This design comes from an exercise in tuning for small area and a short achievable clock period on the open sky130 flow, not from production work.
The RTL was checked by simulation tests, not by an equivalence proof against the original design.

==> flow/design.v (outline; a module is shown in full before it is edited, if it fits) <==
// module div_pre: 36 lines
// module srt_sel: 21 lines
// module srt_csa: 13 lines
// module srt_iters: 42 lines
// module div_post: 31 lines
// module mul33: 1193 lines
// module reg_file: 51 lines
// module cpu: 256 lines
module cpu(
    input clk,
    input reset,
    input [31:0] instruction_from_icache,
    input busywait_from_icache,
    input [31:0] data_from_dcache,
    input busywait_from_dcache,
    output [31:0] address_to_icache,
    output [31:0] reg0_output,reg1_output,reg2_output,reg3_output,reg4_output,reg5_output,reg6_output,
    output dcache_read,
    output dcache_write,
    output [31:0] dcache_address,
    output [31:0] dcache_writedata
  );
  // ...
==> flow/run.sh <==
#!/bin/bash
# synth_recipe.tcl (not shown) runs the flow's synth.tcl, then flattens the netlist and writes it again
# the make line also repeats each setting of config.mk as NAME=value (left out here)
make -C /OpenROAD-flow-scripts/flow DESIGN_CONFIG=/design/flow/config.mk WORK_HOME=/design/flow/orfs CLKGATE_MAP_FILE= SYNTH_SCRIPT=/design/flow/synth_recipe.tcl finish
==> flow/config.mk <==
export PLATFORM = sky130hd
export DESIGN_NAME = cpu
export DESIGN_NICKNAME = cpu
export VERILOG_FILES = /design/flow/design.v
export SDC_FILE = /design/flow/constraint.sdc
export NUM_CORES = 8
export LEC_CHECK = 0
export ABC_AREA = 1
export CAP_MARGIN = 35
export CORE_MARGIN = 2
export CORE_UTILIZATION = 30
export CTS_BUF_LIST = sky130_fd_sc_hd__clkbuf_8
export CTS_CLUSTER_DIAMETER = 70
export CTS_CLUSTER_SIZE = 14
export PLACE_DENSITY = 0.5
export SLEW_MARGIN = 35
==> flow/constraint.sdc <==
create_clock -name core_clock -period 120.0 [get_ports {clk}]
set_input_delay 24.0000 -clock core_clock [delete_from_list [all_inputs] [get_ports {clk}]]
set_output_delay 24.0000 -clock core_clock [all_outputs]
set_load 0.01 [all_outputs]
==> key figures, run 1 <==
Synth
  – Syn avg cell area: 7.83 um^2
  – Synth Instances: 19200
  – Synth top area share: 0.236
  – Largest family of logic cells by synthesized area: simple AND/OR/NAND/NOR gates
  – List of most frequent post-synthesis cells: 4029 x nand2_1, 2552 x inv_1, 1429 x nor2_1

Die
  – Horiz. Die Dim: 711 um
  – Die Y: 711 um
  – I/O Pins: 390

Final layout
  – Area grow syn2layout: 10.5%
  – Fraction of layout cells with a size suffix above 1: 0.0617
  – Multi-input gate share of the layout cell area: 0.563
  – Number of flip-flops and latches: 1468
  – Multi-In Gates: 13900

Critical path
  – Reg2reg path depth: 130

Status
  – Status: finished clean

CTS
  – Clock Path Buffers: 4
  – CTS Sinks: 1468

STA
  – Fin Setup TNS: 0 ps
  – Final hold violation count: 0
  – Final setup viols: 0

Placement
  – IO buf count: 389
  – Dpl ws: 92150 ps

Global route
  – Antenna violations before repair: 89
  – Met3 GRT Util: 0.102

Min path
  – Endpoint, Worst Hold: rd_m[1]

Routing
  – Top layer in use: met5
==> module div_pre, before the edit <==
module div_pre(
  input  [31:0] a, b,
  input         sgn,
  output [62:0] w,
  output [31:0] dp,
  output [4:0]  s,
  output        xneg, ds, dz, one
);
  assign xneg = sgn & a[31];
  assign ds = sgn & b[31];
  wire [31:0] du = ds ? -b : b;
  wire le1 = ~|du[31:1];
  assign dz = le1 & ~du[0];
  assign one = le1 & du[0];
  wire [32:0] xe = {xneg, a};
  wire [32:0] xi = (one & ds) ? -xe : xe;
  wire [31:0] d0 = du;
  wire s4 = ~|d0[31:16];
  wire [31:0] d1 = s4 ? {d0[15:0], 16'd0} : d0;
  wire s3 = ~|d1[31:24];
  wire [31:0] d2 = s3 ? {d1[23:0], 8'd0} : d1;
  wire s2 = ~|d2[31:28];
  wire [31:0] d3 = s2 ? {d2[27:0], 4'd0} : d2;
  wire s1 = ~|d3[31:30];
  wire [31:0] d4 = s1 ? {d3[29:0], 2'd0} : d3;
  wire s0 = ~d4[31];
  wire [31:0] d5 = s0 ? {d4[30:0], 1'd0} : d4;
  assign s = le1 ? 5'd0 : {s4, s3, s2, s1, s0};
  assign dp = le1 ? 32'd0 : d5;
  wire [62:0] x0 = {{30{xi[32]}}, xi};
  wire [62:0] x1 = (s4 & ~le1) ? {x0[46:0], 16'd0} : x0;
  wire [62:0] x2 = (s3 & ~le1) ? {x1[54:0], 8'd0} : x1;
  wire [62:0] x3 = (s2 & ~le1) ? {x2[58:0], 4'd0} : x2;
  wire [62:0] x4 = (s1 & ~le1) ? {x3[60:0], 2'd0} : x3;
  assign w = (s0 & ~le1) ? {x4[61:0], 1'd0} : x4;
endmodule
==> module srt_sel, before the edit <==
module srt_sel(
  input  [34:0] si, ci,
  input  [31:0] dp,
  output [2:0]  q
);
  wire [6:0] y = si[34:28] + ci[34:28];
  wire hi = dp[30];
  reg [6:0] m2;
  always @(*)
    case (dp[30:28])
      3'd0: m2 = 7'd12; 3'd1: m2 = 7'd14; 3'd2: m2 = 7'd15; 3'd3: m2 = 7'd16;
      3'd4: m2 = 7'd18; 3'd5: m2 = 7'd19; 3'd6: m2 = 7'd20; default: m2 = 7'd22;
    endcase
  wire ge2 = $signed(y) >= $signed(m2);
  wire ge1 = $signed(y) >= $signed(hi ? 7'd6 : 7'd4);
  wire ge0 = $signed(y) >= $signed(hi ? 7'h79 : 7'h7b);
  wire gem1 = $signed(~y) <= $signed(m2);
  wire two = ge2 | ~gem1;
  wire one = (ge1 & ~ge2) | (gem1 & ~ge0);
  assign q = {~ge0, two, one};
endmodule
==> module srt_csa, before the edit <==
module srt_csa(
  input  [34:0] si, ci,
  input  [31:0] dp,
  input  [2:0]  q,
  output [34:0] so, co
);
  wire pos = ~q[2] & (q[1] | q[0]);
  wire [34:0] m = ({35{q[0]}} & {3'b000, dp}) | ({35{q[1]}} & {2'b00, dp, 1'b0});
  wire [34:0] x = m ^ {35{pos}};
  assign so = si ^ ci ^ x;
  wire [34:0] mj = (si & ci) | (si & x) | (ci & x);
  assign co = {mj[33:0], pos};
endmodule
==> module srt_iters, before the edit <==
module srt_iters #(parameter J0 = 0, parameter J1 = 16, parameter QI = 0, parameter QO = 0) (
  input  [34:0] si, ci,
  input  [31:0] dp,
  input  [29:0] wl,
  input  [2:0]  qi,
  output [34:0] so, co,
  output [3*(J1-J0)-1:0] qd,
  output [2:0]  qo
);
  wire [34:0] ss [J0:J1];
  wire [34:0] cc [J0:J1];
  assign ss[J0] = si;
  assign cc[J0] = ci;
  genvar j;
  generate
    for (j = J0; j < J1; j = j + 1) begin : it
      wire [34:0] sm, cy;
      wire [2:0] q;
      if (QI && j == J0) begin : qin
        assign q = qi;
      end else begin : qsel
        srt_sel sl(.si(ss[j]), .ci(cc[j]), .dp(dp), .q(q));
      end
      srt_csa st(.si(ss[j]), .ci(cc[j]), .dp(dp), .q(q), .so(sm), .co(cy));
      assign qd[3*(J1-1-j) +: 3] = q;
      if (j == 15) begin : last
        assign ss[j+1] = sm;
        assign cc[j+1] = cy;
      end else begin : mid
        assign ss[j+1] = {sm[32:0], wl[29-2*j -: 2]};
        assign cc[j+1] = {cy[32:0], 2'b00};
      end
    end
    if (QO) begin : qout
      srt_sel sl(.si(ss[J1]), .ci(cc[J1]), .dp(dp), .q(qo));
    end else begin : noqout
      assign qo = 3'b000;
    end
  endgenerate
  assign so = ss[J1];
  assign co = cc[J1];
endmodule
==> module div_post, before the edit <==
module div_post(
  input  [34:0] rs, rc,
  input  [47:0] qd,
  input  [31:0] dp,
  input  [4:0]  s,
  input         xneg, ds, dz, one, selr,
  output [31:0] res
);
  wire [34:0] r1 = rs + rc;
  wire [34:0] r2 = rs + rc + (xneg ? ~{3'b000, dp} + 35'd1 : {3'b000, dp});
  wire zero = ~|r1;
  wire corr = xneg ? (~r1[34] & ~zero) : r1[34];
  wire [34:0] rf = corr ? r2 : r1;
  wire [34:0] rsh = $signed(rf) >>> s;
  reg [31:0] p, n;
  integer k;
  always @(*) begin
    for (k = 0; k < 16; k = k + 1) begin
      p[2*k +: 2] = qd[3*k+2] ? 2'b00 : qd[3*k +: 2];
      n[2*k +: 2] = qd[3*k+2] ? qd[3*k +: 2] : 2'b00;
    end
  end
  wire [31:0] qa = ds ? n : p;
  wire [31:0] qb = ds ? p : n;
  wire [31:0] q0 = qa - qb;
  wire [31:0] qc = (xneg ^ ds) ? qa - qb + 32'd1 : qa - qb - 32'd1;
  wire [31:0] qf = corr ? qc : q0;
  wire [31:0] qv = dz ? 32'hffffffff : one ? rf[31:0] : qf;
  wire [31:0] rv = one ? 32'd0 : rsh[31:0];
  assign res = selr ? rv : qv;
endmodule
==> module cpu, before the edit <==
module cpu(
    input clk,
    input reset,
    input [31:0] instruction_from_icache,
    input busywait_from_icache,
    input [31:0] data_from_dcache,
    input busywait_from_dcache,
    output [31:0] address_to_icache,
    output [31:0] reg0_output,reg1_output,reg2_output,reg3_output,reg4_output,reg5_output,reg6_output,
    output dcache_read,
    output dcache_write,
    output [31:0] dcache_address,
    output [31:0] dcache_writedata
  );
  localparam K1 = 5;
  localparam K2 = 6;
  localparam Q1 = 0;
  localparam Q2 = 1;
  wire stall = busywait_from_icache | busywait_from_dcache;
  wire bj;
  wire [31:0] bj_addr;
  reg [31:0] pc;
  always @(posedge clk or posedge reset)
    if (reset) pc <= 32'hFFFFFFFC;
    else if (!stall) pc <= bj ? bj_addr : pc + 32'd4;
  assign address_to_icache = pc;
  reg [31:0] ir;
  reg ir_v;
  always @(posedge clk or posedge reset)
    if (reset) ir_v <= 1'b0;
    else if (bj) ir_v <= 1'b0;
    else if (!stall) ir_v <= 1'b1;
  reg [3:0] ra1_h, ra2_h;
  reg [7:0] ra1_l, ra2_l;
  always @(posedge clk)
    if (!stall) begin
      ir <= instruction_from_icache;
      ra1_h <= 4'd1 << instruction_from_icache[19:18];
      ra1_l <= 8'd1 << instruction_from_icache[17:15];
      ra2_h <= 4'd1 << instruction_from_icache[24:23];
      ra2_l <= 8'd1 << instruction_from_icache[22:20];
    end
  reg [31:0] ra1_oh, ra2_oh;
  integer r;
  always @(*)
    for (r = 0; r < 32; r = r + 1) begin
      ra1_oh[r] = ra1_h[r >> 3] & ra1_l[r & 7];
      ra2_oh[r] = ra2_h[r >> 3] & ra2_l[r & 7];
    end
  wire [6:0] opc = ir[6:0];
  wire [2:0] f3 = ir[14:12];
  wire [6:0] f7 = ir[31:25];
  wire is_lui   = opc == 7'b0110111;
  wire is_auipc = opc == 7'b0010111;
  wire is_jal   = opc == 7'b1101111;
  wire is_jalr  = opc == 7'b1100111;
  wire is_br    = opc == 7'b1100011;
  wire is_ld    = opc == 7'b0000011;
  wire is_st    = opc == 7'b0100011;
  wire is_opi   = opc == 7'b0010011;
  wire is_op    = opc == 7'b0110011;
  wire is_m     = is_op & (f7 == 7'b0000001);
  wire is_div   = is_m & f3[2];
  wire d_we = ir_v & (is_lui | is_auipc | is_jal | is_jalr | is_ld | is_opi | is_op);
  wire d_mr = ir_v & is_ld;
  wire d_mw = ir_v & is_st;
  wire d_br = ir_v & is_br;
  wire d_jp = ir_v & (is_jal | is_jalr);
  wire [1:0] d_rsel = is_lui ? 2'd1 : (is_jal | is_jalr) ? 2'd3 : (is_op & is_m) ? 2'd0 : 2'd2;
  wire d_in1 = is_auipc | is_jal;
  wire d_in2 = is_auipc | is_jal | is_jalr | is_ld | is_st | is_opi;
  wire d_cpl = is_br | (is_op & f7[5]);
  wire [2:0] d_aluop = (is_opi | is_op) ? f3 : 3'd0;
  wire [31:0] imm_i = {{21{ir[31]}}, ir[30:20]};
  wire [31:0] imm_s = {{21{ir[31]}}, ir[30:25], ir[11:7]};
  wire [31:0] imm_b = {{20{ir[31]}}, ir[7], ir[30:25], ir[11:8], 1'b0};
  wire [31:0] imm_u = {ir[31:12], 12'd0};
  wire [31:0] imm_j = {{12{ir[31]}}, ir[19:12], ir[20], ir[30:21], 1'b0};
  wire [31:0] d_imm = (is_lui | is_auipc) ? imm_u : is_jal ? imm_j : is_st ? imm_s : is_br ? imm_b : imm_i;
  wire [31:0] rs1v, rs2v, wdata;
  reg we_m;
  reg [4:0] rd_m;
  reg_file rf(
    .clk(clk), .reset(reset),
    .ra1(ra1_oh), .ra2(ra2_oh), .rd1(rs1v), .rd2(rs2v),
    .we(we_m), .wa(rd_m), .wd(wdata),
    .r0(reg0_output), .r1(reg1_output), .r2(reg2_output), .r3(reg3_output),
    .r4(reg4_output), .r5(reg5_output), .r6(reg6_output)
  );
  wire [62:0] dv_w;
  wire [31:0] dv_dp;
  wire [4:0]  dv_s;
  wire dv_xneg, dv_ds, dv_dz, dv_one;
  div_pre dpre(.a(rs1v), .b(rs2v), .sgn(~f3[0]), .w(dv_w), .dp(dv_dp), .s(dv_s),
               .xneg(dv_xneg), .ds(dv_ds), .dz(dv_dz), .one(dv_one));
  wire [34:0] d_ds, d_dc;
  wire [3*K1-1:0] d_dq;
  wire [2:0] d_qo;
  srt_iters #(.J0(0), .J1(K1), .QI(0), .QO(Q1)) dit1(.si({{2{dv_w[62]}}, dv_w[62:30]}), .ci(35'd0),
               .dp(dv_dp), .wl(dv_w[29:0]), .qi(3'b000), .so(d_ds), .co(d_dc), .qd(d_dq), .qo(d_qo));
  reg we_x, mr_x, mw_x, br_x, jp_x;
  always @(posedge clk or posedge reset)
    if (reset) {we_x, mr_x, mw_x, br_x, jp_x} <= 5'd0;
    else if (bj) {we_x, mr_x, mw_x, br_x, jp_x} <= 5'd0;
    else if (!stall) {we_x, mr_x, mw_x, br_x, jp_x} <= {d_we, d_mr, d_mw, d_br, d_jp};
  reg [4:0] rd_x;
  reg [2:0] f3_x, aluop_x;
  reg [1:0] rsel_x;
  reg in1_x, in2_x, cpl_x, ld_x;
  reg [31:0] d1_x, d2_x, imm_x;
  reg [2:0] dsh_x, dch_x;
  reg [3*K1-1:0] dq_x;
  reg [2:0] qo_x;
  reg [29:0] dw_x;
  reg [4:0] dvs_x;
  reg xneg_x, ds_x, dz_x, one_x;
  always @(posedge clk)
    if (!stall) begin
      rd_x <= ir[11:7];
      f3_x <= f3;
      aluop_x <= d_aluop;
      rsel_x <= d_rsel;
      in1_x <= d_in1;
      in2_x <= d_in2;
      cpl_x <= d_cpl;
      ld_x <= is_ld;
      d1_x <= is_div ? d_ds[31:0] : rs1v;
      d2_x <= is_div ? dv_dp : rs2v;
      imm_x <= is_div ? d_dc[31:0] : d_imm;
      dsh_x <= d_ds[34:32];
      dch_x <= d_dc[34:32];
      dq_x <= d_dq;
      qo_x <= d_qo;
      dw_x <= dv_w[29:0];
      dvs_x <= dv_s;
      {xneg_x, ds_x, dz_x, one_x} <= {dv_xneg, dv_ds, dv_dz, dv_one};
    end
  wire [31:0] pc_x = pc - 32'd8;       
  wire [31:0] op1 = in1_x ? pc_x : d1_x;
  wire [31:0] op2 = in2_x ? imm_x : d2_x;
  wire [31:0] op2c = cpl_x ? -op2 : op2;
  wire [31:0] sum = op1 + op2c;
  wire ltu = op1 < op2c;
  wire lts = (op1[31] ^ op2c[31]) ? op1[31] : ltu;
  wire big = |op2c[31:5];
  wire shl = ~aluop_x[2];
  reg [31:0] shin, shout, shres;
  integer b;
  always @(*) begin
    for (b = 0; b < 32; b = b + 1) shin[b] = shl ? op1[31-b] : op1[b];
    shout = shin >> op2c[4:0];
    for (b = 0; b < 32; b = b + 1) shres[b] = shl ? shout[31-b] : shout[b];
  end
  wire [31:0] sh = big ? 32'd0 : shres;
  reg [31:0] alu;
  always @(*)
    case (aluop_x)
      3'd0: alu = sum;
      3'd1: alu = sh;
      3'd2: alu = {31'd0, lts};
      3'd3: alu = {31'd0, ltu};
      3'd4: alu = op1 ^ op2c;
      3'd5: alu = sh;
      3'd6: alu = op1 | op2c;
      default: alu = op1 & op2c;
    endcase
  wire zero = ~|sum;
  wire sign = sum[31];
  reg cond;
  always @(*)
    case (f3_x)
      3'b000: cond = zero;
      3'b001: cond = ~zero;
      3'b100: cond = ~zero & sign;
      3'b101: cond = ~sign;
      3'b110: cond = ~zero & ltu;
      3'b111: cond = ~ltu;
      default: cond = 1'b0;
    endcase
  assign bj = (br_x & cond) | jp_x;
  assign bj_addr = jp_x ? sum : pc_x + imm_x;
  wire msg = f3_x[1:0] == 2'b01;
  wire [63:0] prod;
  mul33 mu(.a({msg & d1_x[31], d1_x}), .b({msg & d2_x[31], d2_x}), .p(prod));
  wire [31:0] mres = (f3_x[1:0] == 2'b00) ? prod[31:0] : prod[63:32];
  reg [31:0] res;
  always @(*)
    case (rsel_x)
      2'd0: res = mres;
      2'd1: res = imm_x;
      2'd2: res = alu;
      default: res = pc - 32'd4;
    endcase
  wire [34:0] x_ds, x_dc;
  wire [3*K2-1:0] x_dq;
  wire [31:0] dp_x = d2_x;
  wire [2:0] x_qo;
  srt_iters #(.J0(K1), .J1(K1+K2), .QI(Q1), .QO(Q2)) dit2(.si({dsh_x, d1_x}), .ci({dch_x, imm_x}),
               .dp(dp_x), .wl(dw_x), .qi(qo_x), .so(x_ds), .co(x_dc), .qd(x_dq), .qo(x_qo));
  wire div_x = (rsel_x == 2'd0) & f3_x[2];
  reg mr_m, mw_m;
  always @(posedge clk or posedge reset)
    if (reset) {we_m, mr_m, mw_m} <= 3'd0;
    else if (!stall) {we_m, mr_m, mw_m} <= {we_x, mr_x, mw_x};
  reg [2:0] f3_m;
  reg ld_m, dv_m;
  reg [31:0] res_m, sd_m;
  reg [2:0] dsh_m;
  reg [34:0] dc_m;
  reg [3*(K1+K2)-1:0] dq_m;
  reg [2:0] qo_m;
  reg [29:0] dw_m;
  reg [4:0] dvs_m;
  reg xneg_m, ds_m, dz_m, one_m;
  always @(posedge clk)
    if (!stall) begin
      rd_m <= rd_x;
      f3_m <= f3_x;
      ld_m <= ld_x;
      dv_m <= div_x;
      res_m <= div_x ? x_ds[31:0] : res;
      sd_m <= (f3_x == 3'b000) ? {24'd0, d2_x[7:0]} :
              (f3_x == 3'b001) ? {16'd0, d2_x[15:0]} : d2_x;
      dsh_m <= x_ds[34:32];
      dc_m <= x_dc;
      dq_m <= {dq_x, x_dq};
      qo_m <= x_qo;
      dw_m <= dw_x;
      dvs_m <= dvs_x;
      {xneg_m, ds_m, dz_m, one_m} <= {xneg_x, ds_x, dz_x, one_x};
    end
  assign dcache_read = mr_m;
  assign dcache_write = mw_m;
  assign dcache_address = res_m;
  assign dcache_writedata = sd_m;
  reg [31:0] ldv;
  always @(*)
    case (f3_m)
      3'b000: ldv = {{24{data_from_dcache[7]}}, data_from_dcache[7:0]};
      3'b001: ldv = {{16{data_from_dcache[15]}}, data_from_dcache[15:0]};
      3'b010: ldv = data_from_dcache;
      3'b100: ldv = {24'd0, data_from_dcache[7:0]};
      3'b101: ldv = {16'd0, data_from_dcache[15:0]};
      default: ldv = 32'd0;
    endcase
  wire [34:0] m_ds, m_dc;
  wire [3*(16-K1-K2)-1:0] m_dq;
  wire [31:0] dp_m = sd_m;
  wire [2:0] m_qo;
  srt_iters #(.J0(K1+K2), .J1(16), .QI(Q2), .QO(0)) dit3(.si({dsh_m, res_m}), .ci(dc_m),
               .dp(dp_m), .wl(dw_m), .qi(qo_m), .so(m_ds), .co(m_dc), .qd(m_dq), .qo(m_qo));
  wire [31:0] dres;
  div_post dpost(.rs(m_ds), .rc(m_dc), .qd({dq_m, m_dq}), .dp(dp_m), .s(dvs_m),
                 .xneg(xneg_m), .ds(ds_m), .dz(dz_m), .one(one_m), .selr(f3_m[1]), .res(dres));
  assign wdata = ld_m ? ldv : dv_m ? dres : res_m;
endmodule
==> run 2: changes to the inputs <==
--- a/flow/design.v
+++ b/flow/design.v
@@ -3,5 +3,6 @@
   input         sgn,
   output [62:0] w,
-  output [31:0] dp,
+  output [32:0] dp,
+  output [2:0]  idx,
   output [4:0]  s,
   output        xneg, ds, dz, one
@@ -9,40 +10,46 @@
   assign xneg = sgn & a[31];
   assign ds = sgn & b[31];
-  wire [31:0] du = ds ? -b : b;
-  wire le1 = ~|du[31:1];
-  assign dz = le1 & ~du[0];
-  assign one = le1 & du[0];
-  wire [32:0] xe = {xneg, a};
-  wire [32:0] xi = (one & ds) ? -xe : xe;
-  wire [31:0] d0 = du;
-  wire s4 = ~|d0[31:16];
-  wire [31:0] d1 = s4 ? {d0[15:0], 16'd0} : d0;
-  wire s3 = ~|d1[31:24];
-  wire [31:0] d2 = s3 ? {d1[23:0], 8'd0} : d1;
-  wire s2 = ~|d2[31:28];
-  wire [31:0] d3 = s2 ? {d2[27:0], 4'd0} : d2;
-  wire s1 = ~|d3[31:30];
-  wire [31:0] d4 = s1 ? {d3[29:0], 2'd0} : d3;
-  wire s0 = ~d4[31];
-  wire [31:0] d5 = s0 ? {d4[30:0], 1'd0} : d4;
-  assign s = le1 ? 5'd0 : {s4, s3, s2, s1, s0};
-  assign dp = le1 ? 32'd0 : d5;
-  wire [62:0] x0 = {{30{xi[32]}}, xi};
-  wire [62:0] x1 = (s4 & ~le1) ? {x0[46:0], 16'd0} : x0;
-  wire [62:0] x2 = (s3 & ~le1) ? {x1[54:0], 8'd0} : x1;
-  wire [62:0] x3 = (s2 & ~le1) ? {x2[58:0], 4'd0} : x2;
-  wire [62:0] x4 = (s1 & ~le1) ? {x3[60:0], 2'd0} : x3;
-  assign w = (s0 & ~le1) ? {x4[61:0], 1'd0} : x4;
+  assign dz = b == 32'd0;
+  assign one = b == 32'd1;
+  wire le1 = dz | one;
+  wire m1 = sgn & (b == 32'hffffffff);
+  wire [31:0] t0 = ds ? ~b : b;
+  wire [32:0] b0 = {ds, b};
+  wire s4 = ~|t0[31:16];
+  wire [31:0] t1 = s4 ? {t0[15:0], 16'd0} : t0;
+  wire s3 = ~|t1[31:24];
+  wire [31:0] t2 = s3 ? {t1[23:0], 8'd0} : t1;
+  wire s2 = ~|t2[31:28];
+  wire [31:0] t3 = s2 ? {t2[27:0], 4'd0} : t2;
+  wire s1 = ~|t3[31:30];
+  wire [31:0] t4 = s1 ? {t3[29:0], 2'd0} : t3;
+  wire s0 = ~t4[31];
+  wire [4:0] sh = le1 ? 5'd0 : {s4, s3, s2, s1, s0};
+  assign s = sh;
+  wire [32:0] b1 = sh[4] ? {b0[16:0], 16'd0} : b0;
+  wire [32:0] b2 = sh[3] ? {b1[24:0], 8'd0} : b1;
+  wire [32:0] b3 = sh[2] ? {b2[28:0], 4'd0} : b2;
+  wire [32:0] b4 = sh[1] ? {b3[30:0], 2'd0} : b3;
+  wire [32:0] b5 = sh[0] ? {b4[31:0], 1'd0} : b4;
+  assign dp = le1 ? 33'd0 : b5;
+  assign idx = m1 ? 3'd0 : ds ? ~dp[30:28] : dp[30:28];
+  wire [62:0] x0 = {{30{xneg}}, xneg, a};
+  wire [62:0] x1 = sh[4] ? {x0[46:0], 16'd0} : x0;
+  wire [62:0] x2 = sh[3] ? {x1[54:0], 8'd0} : x1;
+  wire [62:0] x3 = sh[2] ? {x2[58:0], 4'd0} : x2;
+  wire [62:0] x4 = sh[1] ? {x3[60:0], 2'd0} : x3;
+  assign w = sh[0] ? {x4[61:0], 1'd0} : x4;
 endmodule
 module srt_sel(
   input  [34:0] si, ci,
-  input  [31:0] dp,
+  input  [2:0]  idx,
+  input         ds,
   output [2:0]  q
 );
   wire [6:0] y = si[34:28] + ci[34:28];
-  wire hi = dp[30];
+  wire hi = idx[2];
   reg [6:0] m2;
   always @(*)
-    case (dp[30:28])
+    case (idx)
       3'd0: m2 = 7'd12; 3'd1: m2 = 7'd14; 3'd2: m2 = 7'd15; 3'd3: m2 = 7'd16;
       3'd4: m2 = 7'd18; 3'd5: m2 = 7'd19; 3'd6: m2 = 7'd20; default: m2 = 7'd22;
@@ -54,14 +61,14 @@
   wire two = ge2 | ~gem1;
   wire one = (ge1 & ~ge2) | (gem1 & ~ge0);
-  assign q = {~ge0, two, one};
+  assign q = {(two | one) & (~ge0 ^ ds), two, one};
 endmodule
 module srt_csa(
   input  [34:0] si, ci,
-  input  [31:0] dp,
+  input  [32:0] dp,
   input  [2:0]  q,
   output [34:0] so, co
 );
   wire pos = ~q[2] & (q[1] | q[0]);
-  wire [34:0] m = ({35{q[0]}} & {3'b000, dp}) | ({35{q[1]}} & {2'b00, dp, 1'b0});
+  wire [34:0] m = ({35{q[0]}} & {{2{dp[32]}}, dp}) | ({35{q[1]}} & {dp[32], dp, 1'b0});
   wire [34:0] x = m ^ {35{pos}};
   assign so = si ^ ci ^ x;
@@ -71,5 +78,7 @@
 module srt_iters #(parameter J0 = 0, parameter J1 = 16, parameter QI = 0, parameter QO = 0) (
   input  [34:0] si, ci,
-  input  [31:0] dp,
+  input  [32:0] dp,
+  input  [2:0]  idx,
+  input         ds,
   input  [29:0] wl,
   input  [2:0]  qi,
@@ -90,5 +99,5 @@
         assign q = qi;
       end else begin : qsel
-        srt_sel sl(.si(ss[j]), .ci(cc[j]), .dp(dp), .q(q));
+        srt_sel sl(.si(ss[j]), .ci(cc[j]), .idx(idx), .ds(ds), .q(q));
       end
       srt_csa st(.si(ss[j]), .ci(cc[j]), .dp(dp), .q(q), .so(sm), .co(cy));
@@ -103,5 +112,5 @@
     end
     if (QO) begin : qout
-      srt_sel sl(.si(ss[J1]), .ci(cc[J1]), .dp(dp), .q(qo));
+      srt_sel sl(.si(ss[J1]), .ci(cc[J1]), .idx(idx), .ds(ds), .q(qo));
     end else begin : noqout
       assign qo = 3'b000;
@@ -114,11 +123,13 @@
   input  [34:0] rs, rc,
   input  [47:0] qd,
-  input  [31:0] dp,
+  input  [32:0] dp,
   input  [4:0]  s,
   input         xneg, ds, dz, one, selr,
   output [31:0] res
 );
+  wire sub = xneg ^ ds;
+  wire [34:0] dpe = {{2{dp[32]}}, dp};
   wire [34:0] r1 = rs + rc;
-  wire [34:0] r2 = rs + rc + (xneg ? ~{3'b000, dp} + 35'd1 : {3'b000, dp});
+  wire [34:0] r2 = rs + rc + (dpe ^ {35{sub}}) + {34'd0, sub};
   wire zero = ~|r1;
   wire corr = xneg ? (~r1[34] & ~zero) : r1[34];
@@ -133,8 +144,6 @@
     end
   end
-  wire [31:0] qa = ds ? n : p;
-  wire [31:0] qb = ds ? p : n;
-  wire [31:0] q0 = qa - qb;
-  wire [31:0] qc = (xneg ^ ds) ? qa - qb + 32'd1 : qa - qb - 32'd1;
+  wire [31:0] q0 = p - n;
+  wire [31:0] qc = sub ? q0 + 32'd1 : q0 - 32'd1;
   wire [31:0] qf = corr ? qc : q0;
   wire [31:0] qv = dz ? 32'hffffffff : one ? rf[31:0] : qf;
@@ -1402,5 +1411,5 @@
   localparam K1 = 5;
   localparam K2 = 6;
-  localparam Q1 = 0;
+  localparam Q1 = 1;
   localparam Q2 = 1;
   wire stall = busywait_from_icache | busywait_from_dcache;
@@ -1418,20 +1427,10 @@
     else if (bj) ir_v <= 1'b0;
     else if (!stall) ir_v <= 1'b1;
-  reg [3:0] ra1_h, ra2_h;
-  reg [7:0] ra1_l, ra2_l;
+  reg [31:0] ra1_oh, ra2_oh;
   always @(posedge clk)
     if (!stall) begin
       ir <= instruction_from_icache;
-      ra1_h <= 4'd1 << instruction_from_icache[19:18];
-      ra1_l <= 8'd1 << instruction_from_icache[17:15];
-      ra2_h <= 4'd1 << instruction_from_icache[24:23];
-      ra2_l <= 8'd1 << instruction_from_icache[22:20];
-    end
-  reg [31:0] ra1_oh, ra2_oh;
-  integer r;
-  always @(*)
-    for (r = 0; r < 32; r = r + 1) begin
-      ra1_oh[r] = ra1_h[r >> 3] & ra1_l[r & 7];
-      ra2_oh[r] = ra2_h[r >> 3] & ra2_l[r & 7];
+      ra1_oh <= 32'd1 << instruction_from_icache[19:15];
+      ra2_oh <= 32'd1 << instruction_from_icache[24:20];
     end
   wire [6:0] opc = ir[6:0];
@@ -1476,8 +1475,9 @@
   );
   wire [62:0] dv_w;
-  wire [31:0] dv_dp;
+  wire [32:0] dv_dp;
+  wire [2:0]  dv_idx;
   wire [4:0]  dv_s;
   wire dv_xneg, dv_ds, dv_dz, dv_one;
-  div_pre dpre(.a(rs1v), .b(rs2v), .sgn(~f3[0]), .w(dv_w), .dp(dv_dp), .s(dv_s),
+  div_pre dpre(.a(rs1v), .b(rs2v), .sgn(~f3[0]), .w(dv_w), .dp(dv_dp), .idx(dv_idx), .s(dv_s),
                .xneg(dv_xneg), .ds(dv_ds), .dz(dv_dz), .one(dv_one));
   wire [34:0] d_ds, d_dc;
@@ -1485,5 +1485,5 @@
   wire [2:0] d_qo;
   srt_iters #(.J0(0), .J1(K1), .QI(0), .QO(Q1)) dit1(.si({{2{dv_w[62]}}, dv_w[62:30]}), .ci(35'd0),
-               .dp(dv_dp), .wl(dv_w[29:0]), .qi(3'b000), .so(d_ds), .co(d_dc), .qd(d_dq), .qo(d_qo));
+               .dp(dv_dp), .idx(dv_idx), .ds(dv_ds), .wl(dv_w[29:0]), .qi(3'b000), .so(d_ds), .co(d_dc), .qd(d_dq), .qo(d_qo));
   reg we_x, mr_x, mw_x, br_x, jp_x;
   always @(posedge clk or posedge reset)
@@ -1496,5 +1496,6 @@
   reg in1_x, in2_x, cpl_x, ld_x;
   reg [31:0] d1_x, d2_x, imm_x;
-  reg [2:0] dsh_x, dch_x;
+  reg [2:0] dsh_x, dch_x, idx_x;
+  reg dps_x;
   reg [3*K1-1:0] dq_x;
   reg [2:0] qo_x;
@@ -1513,5 +1514,7 @@
       ld_x <= is_ld;
       d1_x <= is_div ? d_ds[31:0] : rs1v;
-      d2_x <= is_div ? dv_dp : rs2v;
+      d2_x <= is_div ? dv_dp[31:0] : rs2v;
+      dps_x <= dv_dp[32];
+      idx_x <= dv_idx;
       imm_x <= is_div ? d_dc[31:0] : d_imm;
       dsh_x <= d_ds[34:32];
@@ -1581,8 +1584,8 @@
   wire [34:0] x_ds, x_dc;
   wire [3*K2-1:0] x_dq;
-  wire [31:0] dp_x = d2_x;
+  wire [32:0] dp_x = {dps_x, d2_x};
   wire [2:0] x_qo;
   srt_iters #(.J0(K1), .J1(K1+K2), .QI(Q1), .QO(Q2)) dit2(.si({dsh_x, d1_x}), .ci({dch_x, imm_x}),
-               .dp(dp_x), .wl(dw_x), .qi(qo_x), .so(x_ds), .co(x_dc), .qd(x_dq), .qo(x_qo));
+               .dp(dp_x), .idx(idx_x), .ds(ds_x), .wl(dw_x), .qi(qo_x), .so(x_ds), .co(x_dc), .qd(x_dq), .qo(x_qo));
   wire div_x = (rsel_x == 2'd0) & f3_x[2];
   reg mr_m, mw_m;
@@ -1593,5 +1596,6 @@
   reg ld_m, dv_m;
   reg [31:0] res_m, sd_m;
-  reg [2:0] dsh_m;
+  reg [2:0] dsh_m, idx_m;
+  reg dps_m;
   reg [34:0] dc_m;
   reg [3*(K1+K2)-1:0] dq_m;
@@ -1610,4 +1614,6 @@
               (f3_x == 3'b001) ? {16'd0, d2_x[15:0]} : d2_x;
       dsh_m <= x_ds[34:32];
+      dps_m <= dps_x;
+      idx_m <= idx_x;
       dc_m <= x_dc;
       dq_m <= {dq_x, x_dq};
@@ -1633,8 +1639,8 @@
   wire [34:0] m_ds, m_dc;
   wire [3*(16-K1-K2)-1:0] m_dq;
-  wire [31:0] dp_m = sd_m;
+  wire [32:0] dp_m = {dps_m, sd_m};
   wire [2:0] m_qo;
   srt_iters #(.J0(K1+K2), .J1(16), .QI(Q2), .QO(0)) dit3(.si({dsh_m, res_m}), .ci(dc_m),
-               .dp(dp_m), .wl(dw_m), .qi(qo_m), .so(m_ds), .co(m_dc), .qd(m_dq), .qo(m_qo));
+               .dp(dp_m), .idx(idx_m), .ds(ds_m), .wl(dw_m), .qi(qo_m), .so(m_ds), .co(m_dc), .qd(m_dq), .qo(m_qo));
   wire [31:0] dres;
   div_post dpost(.rs(m_ds), .rc(m_dc), .qd({dq_m, m_dq}), .dp(dp_m), .s(dvs_m),
==> run 2 against run 1 <==
  * Utilization rose by 0.071 points
  * Critical path depth is 20 higher
  * Still clean
  * First-iteration DRC count down 8.1%
  * Highest routed layer unchanged
  * Routed wire length shrank 3.5%
  * Worst hold slack lost 6.1 ps
==> key figures, run 2 <==
CTS
  – Clock latency on the worst-skew pair: 1200 ps
  – CTS tree: yes
  – H-tree depth: 4
  – Post-CTS Hold Fix Bufs: 0
  – CTS Buf Count: 156
  – Clock Path Buffers: 4 (unchanged)
  – PostCTS Resize Cnt: 0
  – Reg clk slew, reported paths: 110 ps
  – Clk Tree Root Cell: clkbuf_8
  – Setup Buffers After CTS: 0
  – CTS Sinks: 1515 (+3.2%)

Critical path
  – Critical Path Start Type: register
  – Most numerous cell on the critical path: nor2_1
  – CP Capture Type: register
  – Critical-path top delay cell: edfxtp_1
  – CP arrival: 30720 ps
  – WP data required: 120790 ps
  – CP max FO: 67
  – WS Path Type: register to register
  – Slowest cell delay on critical path: 780 ps

Die
  – I/O Pins: 390 (unchanged)
  – Die Y: 708 um (-0.53%)
  – Horiz. Die Dim: 708 um (-0.53%)
  – Rows: 258
  – Starting density of the core: 0.301
  – Die area: 501000 um^2
  – Core area: 493000 um^2

STA
  – RSZ-0062 raised after global routing: false
  – Fmax: 0.0334 GHz
  – Relative slew slack: 0.229
  – Final Slew Violations: 0
  – Final hold violation count: 0 (unchanged)
  – Final setup viols: 0 (unchanged)
  – Final min period: 29930 ps
  – Clock Skews: 175 ps
  – Final period utilization: 0.249
  – Fin Setup TNS: 0 ps (unchanged)
  – Slew @ Worst Pin: 1140 ps

Final layout
  – Fraction of layout cells with a size suffix above 1: 0.0666 (+0.00488)
  – Final Util: 0.334
  – Cell area after layout: 165000 um^2
  – Largest register FFs: 800
  – Most frequent cells in the layout: 4311 x nand2_1, 2321 x inv_1, 1258 x xor2_1
  – Top flop regs: rf.hi.r x800, rf.lo.r x224, dq_m x33
  – Most common cell after layout, fill and taps aside: nand2_1
  – Nets: 20400
  – Area grow syn2layout: 10.8%
  – Largest Register: rf.hi.r

Synth
  – Most common flop cell mapped by yosys: edfxtp_1
  – Sequential area share after synthesis: 0.297
  – Post-synth cell types: 86
  – Syn. warnings: 7
  – Synth Register Bits: 1515
  – Fraction of registers with async set/reset: 0.191
  – Synth top area share: 0.248 (+0.0120)
  – Post-synth EDFFs: 1225
  – Top area cells in the synthesized netlist: edfxtp_1 25%, fa_1 13%, nand2_1 11%
  – Largest area contributor in the netlist: edfxtp_1
  – List of most frequent post-synthesis cells: 4325 x nand2_1, 2289 x inv_1, 1261 x xor2_1
  – Post-Syn Nets: 20300
  – Syn avg cell area: 7.99 um^2 (+2.0%)
  – Most common cell in the netlist: nand2_1
  – Synth Instances: 18600 (-3.0%)
  – Post-Syn Area: 149000 um^2

Global route
  – GR Layer Usage met1: 0.417
  – Antenna violations before repair: 83 (-6.7%)
  – Met3 GRT Util: 0.0912 (-0.0113)
  – Pin count of the biggest net entering global routing: 144
  – Vias in the first global route: 137000
  – First-pass GRT wire length: 1140000 um
  – Total routing usage reported by global routing: 0.322
  – GRT overflow: 0
  – Grt peak-use layer: met2
  – GR Util met2: 0.476

Routing
  – # DRC: 0
  – DRT Wirelength: 834000 um
  – Routed vias: 146000
  – DRT Pass-1 Iters: 9
  – Vias per std cell: 5.76
  – 1st-iter DRT viols: 21800
  – Average wire per cell in the routed design: 32.9 um
  – Post-route ant nets: 0

Placement
  – HPWL after detailed placement: 629000 um
  – Placer Congestion: 1.05
  – Placed standard-cell area: 161000 um^2
  – IO buf count: 389 (unchanged)

Min path
  – Hold crit path type: register to register

Status
  – Status: finished clean

Job
  – # Max-Cap Violations: 0
==> run 2: cell families after synthesis <==
| group | Yosys count | share of synthesized area |
|---|---|---|
| AOI/OAI and AO/OA | 3438 | 0.139 |
| xor gates and xnor gates | 1424 | 0.0840 |
| adders and majority gates | 1647 | 0.187 |
| buffers and inverters | 3432 | 0.0902 |
| DFF | 1515 | 0.297 |
| muxes | 39 | 0.00263 |
| and+or+nand+nor | 7092 | 0.200 |
==> run 2: path summary, 6_finish.rpt <==
kind,start,endpoint,slack (ps),depth (start not counted)
setup / recovery,ra2_oh[21],qo_x[2],90070,150
hold / removal,dvs_x[1],dvs_m[1],420,0
setup reg to reg,ra2_oh[21],qo_x[2],90070,150
hold reg to reg,dvs_x[1],dvs_m[1],420,0
max in group asynchronous,reset,rf.v[25],94790,4
min in group asynchronous,reset,rf.lo[5].r[4],23260,2
==> run 2: worst max-delay path: cells and delay by family (launching register included) <==
family,cells,cell delay [ps]
and+or+nand+nor,67,8870
xor gates and xnor gates,7,1880
DFF,1,780
AOI/OAI and AO/OA,24,3300
adders and majority gates,20,7790
buffers and inverters,32,6680
==> run 2: layout make-up <==
cell class / instances / area (um^2)
Fill cell: 52300 / 329000
Multi-Input combinational cell: 13600 / 91900
Sequential cell: 1515 / 44100
Inverter: 2411 / 9070
Timing Repair Buffer: 951 / 8230
Tap cell: 6500 / 8130
Clock buffer: 166 / 2280
Clock inverter: 112 / 816
Antenna cell: 52 / 130
==> run 2: per-stage QoR <==
stage	instances	setup WS, ps	hold WS [ps]
floorplan	18600	83080	400
global placement	25000	89860	402
detailed placement	25000	90280	405
CTS	25300	90150	423
global route	25300	87900	430
finish	25300	90070	421
==> run 2: metal layers <==
layer	up-vias	wire, um
li1	62100	-
met1	71300	325000
met2	10300	348000
met3	2258	99000
met4	40	62000
met5	-	272
==> run 3: changes to the inputs <==
--- a/flow/design.v
+++ b/flow/design.v
@@ -131,5 +131,6 @@
   wire [34:0] dpe = {{2{dp[32]}}, dp};
   wire [34:0] r1 = rs + rc;
-  wire [34:0] r2 = rs + rc + (dpe ^ {35{sub}}) + {34'd0, sub};
+  wire [34:0] dpa = sub ? -dpe : dpe;
+  wire [34:0] r2 = rs + rc + dpa;
   wire zero = ~|r1;
   wire corr = xneg ? (~r1[34] & ~zero) : r1[34];
@@ -1411,5 +1412,5 @@
   localparam K1 = 5;
   localparam K2 = 6;
-  localparam Q1 = 1;
+  localparam Q1 = 0;
   localparam Q2 = 1;
   wire stall = busywait_from_icache | busywait_from_dcache;
==> run 3 against run 2 <==
  * Still clean
  * Critical path depth decreased by 25
  * Final cell count up 2.1%
  * Die area is 0.69% higher
  * Synthesized cell count increased by 1.9%
  * Sequential share of layout area shrank 0.27 points
  * Clock skew down 15 ps
  * Count of clock-buffer cells in the layout decreased by 4
  * Routed wire length is 3.7% higher
  * Setup slack improved by 990 ps
==> key figures, run 3 <==
Routing
  – Vias per std cell: 5.77 (+0.10%)
  – DRT Pass-1 Iters: 27 (+18)
  – 1st-iter DRT viols: 23000 (+5.3%)
  – Post-route ant nets: 0 (unchanged)
  – # DRC: 0 (unchanged)
  – DRT Wirelength: 865000 um (+3.7%)
  – Routed vias: 149000 (+2.2%)
  – Average wire per cell in the routed design: 33.4 um (+1.6%)

STA
  – Fin Setup TNS: 0 ps (unchanged)
  – Final Slew Violations: 0 (unchanged)
  – Final hold violation count: 0 (unchanged)
  – RSZ-0062 raised after global routing: false
  – Fmax: 0.0346 GHz (+3.4%)
  – Clock Skews: 161 ps (-14.6 ps)
  – Relative slew slack: 0.247 (+0.0182)
  – Final period utilization: 0.241 (-0.00825)
  – Final setup viols: 0 (unchanged)
  – Slew @ Worst Pin: 1130 ps (-17.9 ps)
  – Final min period: 28940 ps (-990 ps)

Critical path
  – Most numerous cell on the critical path: nand2_1
  – WS Path Type: register to register
  – Reg2reg path depth: 125 (-17%)
  – CP arrival: 29770 ps (-950 ps)
  – Slowest cell delay on critical path: 680 ps (-100 ps)
  – Critical Path Start Type: register
  – Critical-path top delay cell: nand2_1
  – CP max FO: 90 (+34%)
  – CP Capture Type: register
  – WP data required: 120830 ps (+40 ps)

Placement
  – DP Cell Count: 25500 (+2.1%)
  – Placer Congestion: 1.08 (+2.9%)
  – IO buf count: 389 (unchanged)
  – HPWL after detailed placement: 634000 um (+0.88%)

CTS
  – CTS Buf Count: 157 (+0.64%)
  – Clock Path Buffers: 4 (unchanged)
  – Post-CTS Hold Fix Bufs: 0 (unchanged)
  – Clk Tree Root Cell: clkbuf_8
  – Clock latency on the worst-skew pair: 1160 ps (-40 ps)
  – PostCTS Resize Cnt: 0 (unchanged)
  – H-tree depth: 4 (unchanged)
  – CTS Sinks: 1516 (+0.066%)
  – Reg clk slew, reported paths: 100 ps (about the same)
  – CTS tree: yes
  – Setup Buffers After CTS: 0 (unchanged)

Die
  – Die area: 504000 um^2 (+0.69%)
  – Horiz. Die Dim: 710 um (+0.34%)
  – Core area: 497000 um^2 (+0.78%)
  – I/O Pins: 390 (unchanged)
  – Starting density of the core: 0.301 (about the same)
  – Rows: 259 (+0.39%)
  – Die Y: 710 um (+0.34%)

Global route
  – GRT overflow: 0 (unchanged)
  – First-pass GRT wire length: 1170000 um (+2.7%)
  – Pin count of the biggest net entering global routing: 142 (-1.4%)
  – Vias in the first global route: 141000 (+2.4%)
  – Antenna violations before repair: 92 (+11%)
  – Total routing usage reported by global routing: 0.331 (+0.00939)

Final layout
  – Nets: 20800 (+1.9%)
  – Post-route insts no fill: 25900 (+2.1%)
  – Top flop regs: rf.hi.r x800, rf.lo.r x224, dq_m x33
  – Largest Register: rf.hi.r
  – Most common cell after layout, fill and taps aside: nand2_1
  – Area grow syn2layout: 11.3%
  – Largest register FFs: 800 (unchanged)
  – Most frequent cells in the layout: 4515 x nand2_1, 2331 x inv_1, 1277 x xor2_1
  – Fraction of layout cells with a size suffix above 1: 0.0658 (-0.000728)

Synth
  – Syn avg cell area: 7.90 um^2 (-1.2%)
  – Synth top area share: 0.246 (-0.00151)
  – Largest area contributor in the netlist: edfxtp_1
  – Synth Instances: 18900 (+1.9%)
  – Post-synth cell types: 84 (-2.3%)
  – Most common cell in the netlist: nand2_1
  – Fraction of registers with async set/reset: 0.191 (about the same)
  – Post-synth EDFFs: 1226 (+0.082%)
  – Top area cells in the synthesized netlist: edfxtp_1 25%, fa_1 13%, nand2_1 11%
  – Most common flop cell mapped by yosys: edfxtp_1
  – Sequential area share after synthesis: 0.295 (-0.00185)
  – Syn. warnings: 7 (unchanged)
  – Post-Syn Area: 150000 um^2 (+0.70%)
  – Synth Register Bits: 1516 (+0.066%)
  – List of most frequent post-synthesis cells: 4531 x nand2_1, 2310 x inv_1, 1281 x xor2_1
  – Post-Syn Nets: 20700 (+1.8%)

Min path
  – Hold crit path type: register to register
  – WHS Path Cells: 0 (unchanged)

Job
  – # Max-Cap Violations: 0 (unchanged)

Status
  – Status: finished clean
[run 3: cell count changes after synthesis, sizes merged, moves of 21 or more]
cell and delta:
a22oi +31, nor2 +46, clkbuf +51, o2111ai -37, xor2 +21, xnor2 -26
mux2i -24, buf -27, nand2 +168, o22ai -47, nand4 +80, a21oi +62
nand3 +100, o21ai -38
[run 3: worst max-delay path: cells and delay by family, from the launching register on]
| family | cells | cell delay, ps |
|---|---|---|
| flip-flops | 1 | 340 |
| AO/OA/AOI/OAI | 23 | 4820 |
| AND/OR/NAND/NOR | 53 | 9010 |
| buffers and inverters | 25 | 5920 |
| XOR/XNOR | 8 | 2040 |
| adder cells (fa/ha/maj) | 16 | 6260 |
[run 3: logic make-up (layout without fill, tap and decap cells)]
family,count (synthesis),in the layout,share of synthesized area
and+or+nand+nor,7474,7474,0.209
buffers and inverters,3466,3695,0.0898
AOI/OAI and AO/OA,3402,3402,0.137
adders and majority gates,1649,1649,0.185
DFF,1516,1516,0.295
xor gates and xnor gates,1419,1419,0.0832
muxes,15,15,0.00100
other,0,50,0
[run 3: path summary, 6_finish.rpt]
path                                  from             end  slack (ps)
worst max-delay path            ra2_oh[19]        d1_x[31]       91060
min in group asynchronous            reset  rf.lo[5].r[13]       23260
worst min-delay path                  dz_x            dz_m         400
max in group asynchronous            reset         rf.v[9]       94770
worst max register to register  ra2_oh[19]        d1_x[31]       91060
worst min register to register        dz_x            dz_m         400
[run 3: layout make-up]
class	count	area [um^2]
clock inverters	105	773
flip-flops and latches	1516	44100
well taps	6655	8330
multi-input cells	14000	92900
repair buffers	1007	8800
diodes	50	125
clock buffers	162	2230
fillers	53000	331000
inverters	2421	9120
[run 3: metal layers]
metal	wire, um	global-route usage
met5	589	0
met4	87600	0.266
met3	108000	0.105
met2	353000	0.480
met1	316000	0.404
[run 3: metrics by stage]
step	util	instance area, um^2	worst slack [ps]	hold slack (ps)
finish	0.335	166000	91060	401
detailed placement	0.328	163000	91400	407
global placement	0.327	163000	90170	401
global route	0.335	166000	89330	426
floorplan	-	150000	83070	400
CTS	0.334	166000	91390	405
==> run 4: changes to the inputs <==
--- a/flow/config.mk
+++ b/flow/config.mk
@@ -9,8 +9,8 @@
 export CAP_MARGIN = 35
 export CORE_MARGIN = 2
-export CORE_UTILIZATION = 30
+export CORE_UTILIZATION = 35
 export CTS_BUF_LIST = sky130_fd_sc_hd__clkbuf_8
 export CTS_CLUSTER_DIAMETER = 70
 export CTS_CLUSTER_SIZE = 14
-export PLACE_DENSITY = 0.5
+export PLACE_DENSITY = 0.6
 export SLEW_MARGIN = 35
==> run 4 against run 3 <==
  * Non-clock buffer count decreased by 53
  * Still clean
  * Count of clock-buffer cells in the layout decreased by 11
  * Highest routed layer unchanged
  * Register-to-register slack worse by 1300 ps
  * Via count up 1.7%
  * Global-route usage rose by 2.9 points
  * Cell area shrank 1.1%
  * Worst hold slack improved by 27 ps
==> key figures, run 4 <==
Synth
  – Post-synth EDFFs: 1226 (unchanged)
  – Most common cell in the netlist: nand2_1
  – Post-Syn Nets: 20700 (unchanged)
  – Post-synth cell types: 84 (unchanged)
  – Synth Instances: 18900 (unchanged)
  – Post-Syn Area: 150000 um^2 (unchanged)
  – Fraction of registers with async set/reset: 0.191 (unchanged)
  – Syn. warnings: 7 (unchanged)
  – List of most frequent post-synthesis cells: 4531 x nand2_1, 2310 x inv_1, 1281 x xor2_1
  – Synth Register Bits: 1516 (unchanged)
  – Largest area contributor in the netlist: edfxtp_1
  – Synth top area share: 0.246 (unchanged)
  – Top area cells in the synthesized netlist: edfxtp_1 25%, fa_1 13%, nand2_1 11%
  – Syn avg cell area: 7.90 um^2 (unchanged)
  – Sequential area share after synthesis: 0.295 (unchanged)
  – Most common flop cell mapped by yosys: edfxtp_1

Routing
  – DRT Wirelength: 808000 um (-6.5%)
  – DRT Pass-1 Iters: 14 (-48%)
  – Routed vias: 152000 (+1.7%)
  – 1st-iter DRT viols: 26200 (+14%)
  – Vias per std cell: 6.11 (+5.9%)
  – # DRC: 0 (unchanged)
  – Post-route ant nets: 0 (unchanged)
  – Average wire per cell in the routed design: 32.6 um (-2.6%)

Critical path
  – R2R setup slack: 89800 ps (-1260 ps)
  – Critical path buffer and inverter count: 24 (-4.0%)
  – Slowest cell delay on critical path: 910 ps (+230 ps)
  – Reg2reg path depth: 124 (-0.80%)
  – Critical-path top delay cell: dfrtp_1
  – CP max FO: 53 (-41%)
  – Critical Path Start Type: register
  – CP arrival: 30970 ps (+1200 ps)
  – R2r endpoint: d1_x[29]
  – Most numerous cell on the critical path: nand2_1
  – Worst r2r src: rf.v[29]
  – CP Capture Type: register
  – WS Path Type: register to register
  – Critical path's top delay family: simple AND/OR/NAND/NOR gates
  – WP data required: 120770 ps (-60 ps)

Final layout
  – Largest register FFs: 800 (unchanged)
  – Cell area after layout: 165000 um^2 (-1.1%)
  – Most frequent cells in the layout: 4512 x nand2_1, 2332 x inv_1, 1277 x xor2_1
  – Fraction of layout cells with a size suffix above 1: 0.0617 (-0.00415)
  – Area grow syn2layout: 10.0%
  – FILL cells: 44200 (-17%)
  – Reg area: 44100 um^2 (about the same)
  – Largest Register: rf.hi.r
  – Top flop regs: rf.hi.r x800, rf.lo.r x224, dq_m x33
  – Most common cell after layout, fill and taps aside: nand2_1
  – Multi-input combinational cell area: 92900 um^2 (about the same)
  – Nets: 20700 (-0.31%)

Die
  – Rows: 240 (-7.3%)
  – Core area: 426000 um^2 (-14%)
  – Starting density of the core: 0.351 (+0.0499)
  – Die Y: 658 um (-7.4%)
  – I/O Pins: 390 (unchanged)
  – Die area: 433000 um^2 (-14%)
  – Horiz. Die Dim: 658 um (-7.4%)

Global route
  – Vias in the first global route: 141000 (+0.40%)
  – GR Util met2: 0.506 (+0.0258)
  – First-pass GRT wire length: 1110000 um (-5.1%)
  – Pin count of the biggest net entering global routing: 163 (+15%)
  – Total routing usage reported by global routing: 0.361 (+0.0294)
  – Grt peak-use layer: met2
  – GRT overflow: 0 (unchanged)
  – GR Layer Usage met1: 0.425 (+0.0201)
  – Met3 GRT Util: 0.162 (+0.0575)
  – Antenna violations before repair: 91 (-1.1%)

Placement
  – Dpl ws: 91280 ps (-118 ps)
  – HPWL after detailed placement: 585000 um (-7.8%)
  – Placed standard-cell area: 161000 um^2 (-1.0%)
  – IO buf count: 389 (unchanged)
  – Placer Congestion: 1.09 (+1.1%)

STA
  – Clock Skews: 213 ps (+51.8 ps)
  – Slew @ Worst Pin: 1110 ps (-15.8 ps)
  – Final setup viols: 0 (unchanged)
  – Final Slew Violations: 0 (unchanged)
  – Final min period: 30200 ps (+1260 ps)
  – PnR worst setup slack: 89800 ps (-1260 ps)
  – Final hold violation count: 0 (unchanged)
  – Fin Setup TNS: 0 ps (unchanged)
  – RSZ-0062 raised after global routing: false
  – Fmax: 0.0331 GHz (-4.2%)
  – Relative slew slack: 0.259 (+0.0113)
  – Final period utilization: 0.252 (+0.0105)

CTS
  – CTS tree: yes
  – Post-CTS Hold Fix Bufs: 0 (unchanged)
  – H-tree depth: 4 (unchanged)
  – CTS Buf Count: 146 (-7.0%)
  – PostCTS Resize Cnt: 0 (unchanged)
  – Clock Path Buffers: 4 (unchanged)
  – Clk Tree Root Cell: clkbuf_8
  – Reg clk slew, reported paths: 100 ps (about the same)
  – CTS Sinks: 1516 (unchanged)
  – Setup Buffers After CTS: 0 (unchanged)
  – Clock latency on the worst-skew pair: 1170 ps (about the same)

Min path
  – Hold crit path type: register to register
  – Endpoint, Worst Hold: dq_m[24]
  – Hold wc startpoint: dq_x[6]
  – WHS Path Cells: 0 (unchanged)

Status
  – Status: finished clean

Job
  – # Max-Cap Violations: 0 (unchanged)
## run 4: cell counts after synthesis
Identical to the previous run, type by type.
## run 4: layer usage
| metal | vias to the layer above | part of all wire |
|---|---|---|
| li1 | 63100 | - |
| met1 | 72100 | 0.35 |
| met2 | 12800 | 0.40 |
| met3 | 3618 | 0.15 |
| met4 | 68 | 0.10 |
| met5 | - | 0.0013 |
## run 4: stage by stage
step,cells,util,hold slack (ps)
detailed placement,24500,0.378,405
floorplan,18900,-,400
global placement,24500,0.377,403
global route,24800,0.386,432
finish,24800,0.386,428
CTS,24800,0.385,429
## run 4: how the worst max path moves through the flow
| stage | startpoint | endpoint | slack, ps | cells past startpoint |
|---|---|---|---|---|
| 2_1_floorplan | busywait_from_dcache | we_m | 83070 | 3 |
| 3_3_place_gp | rf.v[29] | d1_x[29] | 91300 | 128 |
| 3_5_place_dp | rf.v[29] | d1_x[29] | 91280 | 124 |
| 4_1_cts | rf.v[29] | d1_x[29] | 91110 | 124 |
| 5_1_grt | rf.v[29] | d1_x[29] | 88610 | 124 |
| 6_report | rf.v[29] | d1_x[29] | 89800 | 124 |
## run 4: worst register-to-register path: cells and delay by family (launching register included)
kind,cells,cell delay (ps)
xor+xnor,8,1930
buf+inv,24,6070
simple gates,53,9040
flops,1,910
compound gates,23,5280
fa+ha+maj,16,6540
## run 4: layout make-up
type,instances,area share
Antenna cell,61,0.000928
Clock buffer,151,0.0126
Clock inverter,82,0.00343
Inverter,2421,0.0554
Multi-Input combinational cell,14000,0.565
Sequential cell,1516,0.268
Tap cell,5687,0.0432
Timing Repair Buffer,954,0.0516
## run 4: kinds of logic after synthesis
| logic type | Yosys count | synth area share |
|---|---|---|
| DFF | 1516 | 0.295 |
| muxes | 15 | 0.00100 |
| buffers and inverters | 3466 | 0.0898 |
| xor gates and xnor gates | 1419 | 0.0832 |
| AOI/OAI and AO/OA | 3402 | 0.137 |
| and+or+nand+nor | 7474 | 0.209 |
| adders and majority gates | 1649 | 0.185 |
==> run 5: changes to the inputs <==
--- a/flow/design.v
+++ b/flow/design.v
@@ -1428,11 +1428,8 @@
     else if (bj) ir_v <= 1'b0;
     else if (!stall) ir_v <= 1'b1;
-  reg [31:0] ra1_oh, ra2_oh;
   always @(posedge clk)
-    if (!stall) begin
-      ir <= instruction_from_icache;
-      ra1_oh <= 32'd1 << instruction_from_icache[19:15];
-      ra2_oh <= 32'd1 << instruction_from_icache[24:20];
-    end
+    if (!stall) ir <= instruction_from_icache;
+  wire [31:0] ra1_oh = 32'd1 << ir[19:15];
+  wire [31:0] ra2_oh = 32'd1 << ir[24:20];
   wire [6:0] opc = ir[6:0];
   wire [2:0] f3 = ir[14:12];
--- a/flow/config.mk
+++ b/flow/config.mk
@@ -9,8 +9,8 @@
 export CAP_MARGIN = 35
 export CORE_MARGIN = 2
-export CORE_UTILIZATION = 35
+export CORE_UTILIZATION = 30
 export CTS_BUF_LIST = sky130_fd_sc_hd__clkbuf_8
 export CTS_CLUSTER_DIAMETER = 70
 export CTS_CLUSTER_SIZE = 14
-export PLACE_DENSITY = 0.6
+export PLACE_DENSITY = 0.5
 export SLEW_MARGIN = 35
==> run 5 against run 4 <==
  * Still clean on timing, DRC and antenna
  * Die area up 14%
  * Final cell count is 1.5% higher
  * Register-to-register slack lost 560 ps
  * Synthesized area is 2.2% lower
  * Count of clock-buffer cells in the layout up 3
  * Via count decreased by 3.0%
  * Cell area is 0.99% lower
  * Global-route usage down 2.9 points
  * Sequential share of layout area down 0.91 points
==> key figures, run 5 <==
Critical path
  – Critical Path Start Type: register
  – WP data required: 120650 ps (-120 ps)
  – CP arrival: 31420 ps (+450 ps)
  – CP max FO: 79 (+49%)
  – Most numerous cell on the critical path: nand2_1
  – CP Capture Type: register
  – R2R setup slack: 89240 ps (-560 ps)
  – Slowest cell delay on critical path: 810 ps (-100 ps)
  – Critical-path top delay cell: nor2_1
  – WS Path Type: register to register

Final layout
  – Post-route insts no fill: 25200 (+1.5%)
  – Nets: 20300 (-1.9%)
  – Most frequent cells in the layout: 4354 x nand2_1, 2362 x inv_1, 1201 x xor2_1
  – Largest register FFs: 800 (unchanged)
  – Area grow syn2layout: 11.4%
  – Top flop regs: rf.hi.r x800, rf.lo.r x224, dq_m x33
  – Largest Register: rf.hi.r
  – Most common cell after layout, fill and taps aside: nand2_1
  – FILL cells: 51700 (+17%)
  – Fraction of layout cells with a size suffix above 1: 0.0659 (+0.00418)

CTS
  – CTS Sinks: 1452 (-4.2%)
  – Reg clk slew, reported paths: 100 ps (about the same)
  – Clk Tree Root Cell: clkbuf_8
  – CTS Buf Count: 151 (+3.4%)
  – Setup Buffers After CTS: 0 (unchanged)
  – Clock latency on the worst-skew pair: 1100 ps (-70 ps)
  – CTS tree: yes
  – H-tree depth: 4 (unchanged)
  – Clock Path Buffers: 4 (unchanged)
  – Post-CTS Hold Fix Bufs: 0 (unchanged)
  – PostCTS Resize Cnt: 0 (unchanged)

Placement
  – HPWL after detailed placement: 620000 um (+6.0%)
  – IO buf count: 389 (unchanged)
  – DP Cell Count: 24900 (+1.5%)
  – Placer Congestion: 1.01 (-7.5%)

Routing
  – Routed vias: 147000 (-3.0%)
  – Vias per std cell: 5.84 (-4.5%)
  – DRT Pass-1 Iters: 7 (-7)
  – Average wire per cell in the routed design: 33.7 um (+3.4%)
  – DRT Wirelength: 848000 um (+5.0%)
  – 1st-iter DRT viols: 22000 (-16%)
  – # DRC: 0 (unchanged)
  – Post-route ant nets: 0 (unchanged)

Die
  – Core area: 486000 um^2 (+14%)
  – Starting density of the core: 0.301 (-0.0496)
  – Horiz. Die Dim: 702 um (+6.8%)
  – Die Y: 702 um (+6.8%)
  – I/O Pins: 390 (unchanged)
  – Die area: 493000 um^2 (+14%)
  – Rows: 256 (+6.7%)

Synth
  – Largest area contributor in the netlist: edfxtp_1
  – Most common cell in the netlist: nand2_1
  – Largest family of logic cells by synthesized area: simple AND/OR/NAND/NOR gates
  – Syn avg cell area: 7.91 um^2 (+0.22%)
  – Synth Register Bits: 1452 (-4.2%)
  – List of most frequent post-synthesis cells: 4372 x nand2_1, 2319 x inv_1, 1203 x xor2_1
  – Top area cells in the synthesized netlist: edfxtp_1 24%, fa_1 13%, nand2_1 11%
  – Synth Area in Compound Gates: 0.146 (+0.00850)
  – Post-Syn Area: 146000 um^2 (-2.2%)
  – Most common flop cell mapped by yosys: edfxtp_1
  – Synth Instances: 18500 (-2.4%)
  – Synth top area share: 0.238 (-0.00769)
  – Post-Synth Adder-Cell Area: 0.190 (+0.00410)
  – Post-synth EDFFs: 1162 (-5.2%)
  – Syn. warnings: 7 (unchanged)
  – Sequential area share after synthesis: 0.288 (-0.00661)
  – Post-synth cell types: 81 (-3.6%)
  – Mux cell area share after synthesis: 0.00315 (+0.00214)
  – Post-Synth Simple-Gate Area: 0.199 (-0.00924)
  – Fraction of registers with async set/reset: 0.200 (+0.00843)
  – Post-Syn Nets: 20200 (-2.2%)
  – Xor/xnor share of the synthesized area: 0.0839 (+0.000702)

STA
  – Final Slew Violations: 0 (unchanged)
  – Final setup viols: 0 (unchanged)
  – Relative slew slack: 0.272 (+0.0131)
  – Clock Skews: 228 ps (+15.5 ps)
  – Final hold violation count: 0 (unchanged)
  – RSZ-0062 raised after global routing: false
  – Fin Setup TNS: 0 ps (unchanged)
  – Fmax: 0.0325 GHz (-1.8%)
  – Slew @ Worst Pin: 1090 ps (-18.1 ps)
  – Final min period: 30760 ps (+561 ps)
  – Final hold slack: 427 ps (-1.50 ps)
  – Final period utilization: 0.256 (+0.00468)

Status
  – Status: finished clean

Min path
  – Hold crit path type: register to register

Global route
  – Vias in the first global route: 138000 (-2.1%)
  – Antenna violations before repair: 102 (+12%)
  – First-pass GRT wire length: 1150000 um (+3.4%)
  – GRT overflow: 0 (unchanged)
  – Total routing usage reported by global routing: 0.332 (-0.0289)
  – Pin count of the biggest net entering global routing: 92 (-44%)

Job
  – # Max-Cap Violations: 0 (unchanged)
-- run 5: changes by cell type after synthesis, sizes merged, moves of 29 or more --
cell,before,now
nand3,1144,928
nand2,4580,4404
xor2,1282,1204
edfxtp,1226,1162
a21oi,658,596
xnor2,137,196
o22ai,936,990
nand4,293,252
a22oi,44,80
mux2i,15,46
o2111ai,66,96
a221oi,99,128
-- run 5: cells by family after synthesis --
group	after synthesis
buf+inv	3447
flops	1452
fa+ha+maj	1649
simple gates	7017
compound gates	3479
xor+xnor	1400
mux	46
-- run 5: per-stage QoR --
stage / util / setup slack, ps / area [um^2]
2_1_floorplan: - / 84560 / 146000
3_3_place_gp: 0.328 / 89280 / 159000
3_5_place_dp: 0.329 / 90020 / 160000
4_1_cts: 0.335 / 89920 / 163000
5_1_grt: 0.335 / 87470 / 163000
6_report: 0.335 / 89240 / 163000
-- run 5: final cells by class --
type                       instances  area, um^2  area share
tap                             6450        8070      0.0495
inverter                        2437        9170      0.0563
antenna                           43         108    0.000660
clock buffer                     154        2120      0.0130
sequential                      1452       42200       0.259
multi-input combinational      13600       92000       0.565
clock inverter                   103         817     0.00501
timing repair buffer             969        8470      0.0520
-- run 5: worst paths after layout --
| check | startpoint | end | cells past startpoint |
|---|---|---|---|
| max in group asynchronous | reset | rf.lo[4].r[6] | 5 |
| worst min-delay path | dit2.wl[2] | dw_m[2] | 0 |
| worst min register to register | dit2.wl[2] | dw_m[2] | 0 |
| worst max register to register | ir[23] | d1_x[31] | 131 |
| worst max-delay path | ir[23] | d1_x[31] | 131 |
| min in group asynchronous | reset | rf.lo[3].r[16] | 2 |
-- run 5: metal layers --
metal | part of all wire | vias to the layer above | track usage
li1 | - | 61900 | -
met1 | 0.39 | 72100 | 0.430
met2 | 0.41 | 10500 | 0.482
met3 | 0.12 | 2494 | 0.102
met4 | 0.074 | 54 | 0.201
met5 | 0.00050 | - | 0.00108
-- run 5: worst max-delay path, delay by kind of cell (launching register included) --
kind                     cells  cell delay [ps]
adder cells (fa/ha/maj)     15             5810
flip-flops                   1              360
XOR/XNOR                     5             1100
AND/OR/NAND/NOR             55             9640
buffers and inverters       30             8850
AO/OA/AOI/OAI               26             4360

[afterwards: timing with drivers on the ports]
No port has a modelled driver above. Below, the same layouts with a new extraction and two added sets of constraints.
Step 1: set_driving_cell puts a clkbuf_16 on clk and a buf_2 on each other input, an assumption about the parent block.
Step 2, shift: input delay + t, output delay - t, t = (earliest + latest rising clock arrival at the registers) / 2. This alone moves slack from input paths to output paths.
Slacks: ideal / step 1 / step 2; pairs: ideal / step 1.
run | t (ns) | slack for setup (ns) | worst hold slack (ns) | slew at the worst register clock pin (ns)
run 1 | 1.199 | 91.326 / 91.326 / 91.326 | 0.427 / 0.427 / 0.427 | 0.12 / 0.12
run 2 | 1.228 | 90.073 / 90.073 / 90.073 | 0.421 / 0.421 / 0.421 | 0.11 / 0.11
run 3 | 1.203 | 91.063 / 91.063 / 91.063 | 0.401 / 0.401 / 0.401 | 0.12 / 0.12
run 4 | 1.171 | 89.799 / 89.799 / 89.799 | 0.428 / 0.428 / 0.428 | 0.11 / 0.11
run 5 | 1.113 | 89.238 / 89.238 / 89.238 | 0.427 / 0.427 / 0.427 | 0.12 / 0.12
After both steps setup and hold are still met in every run listed.
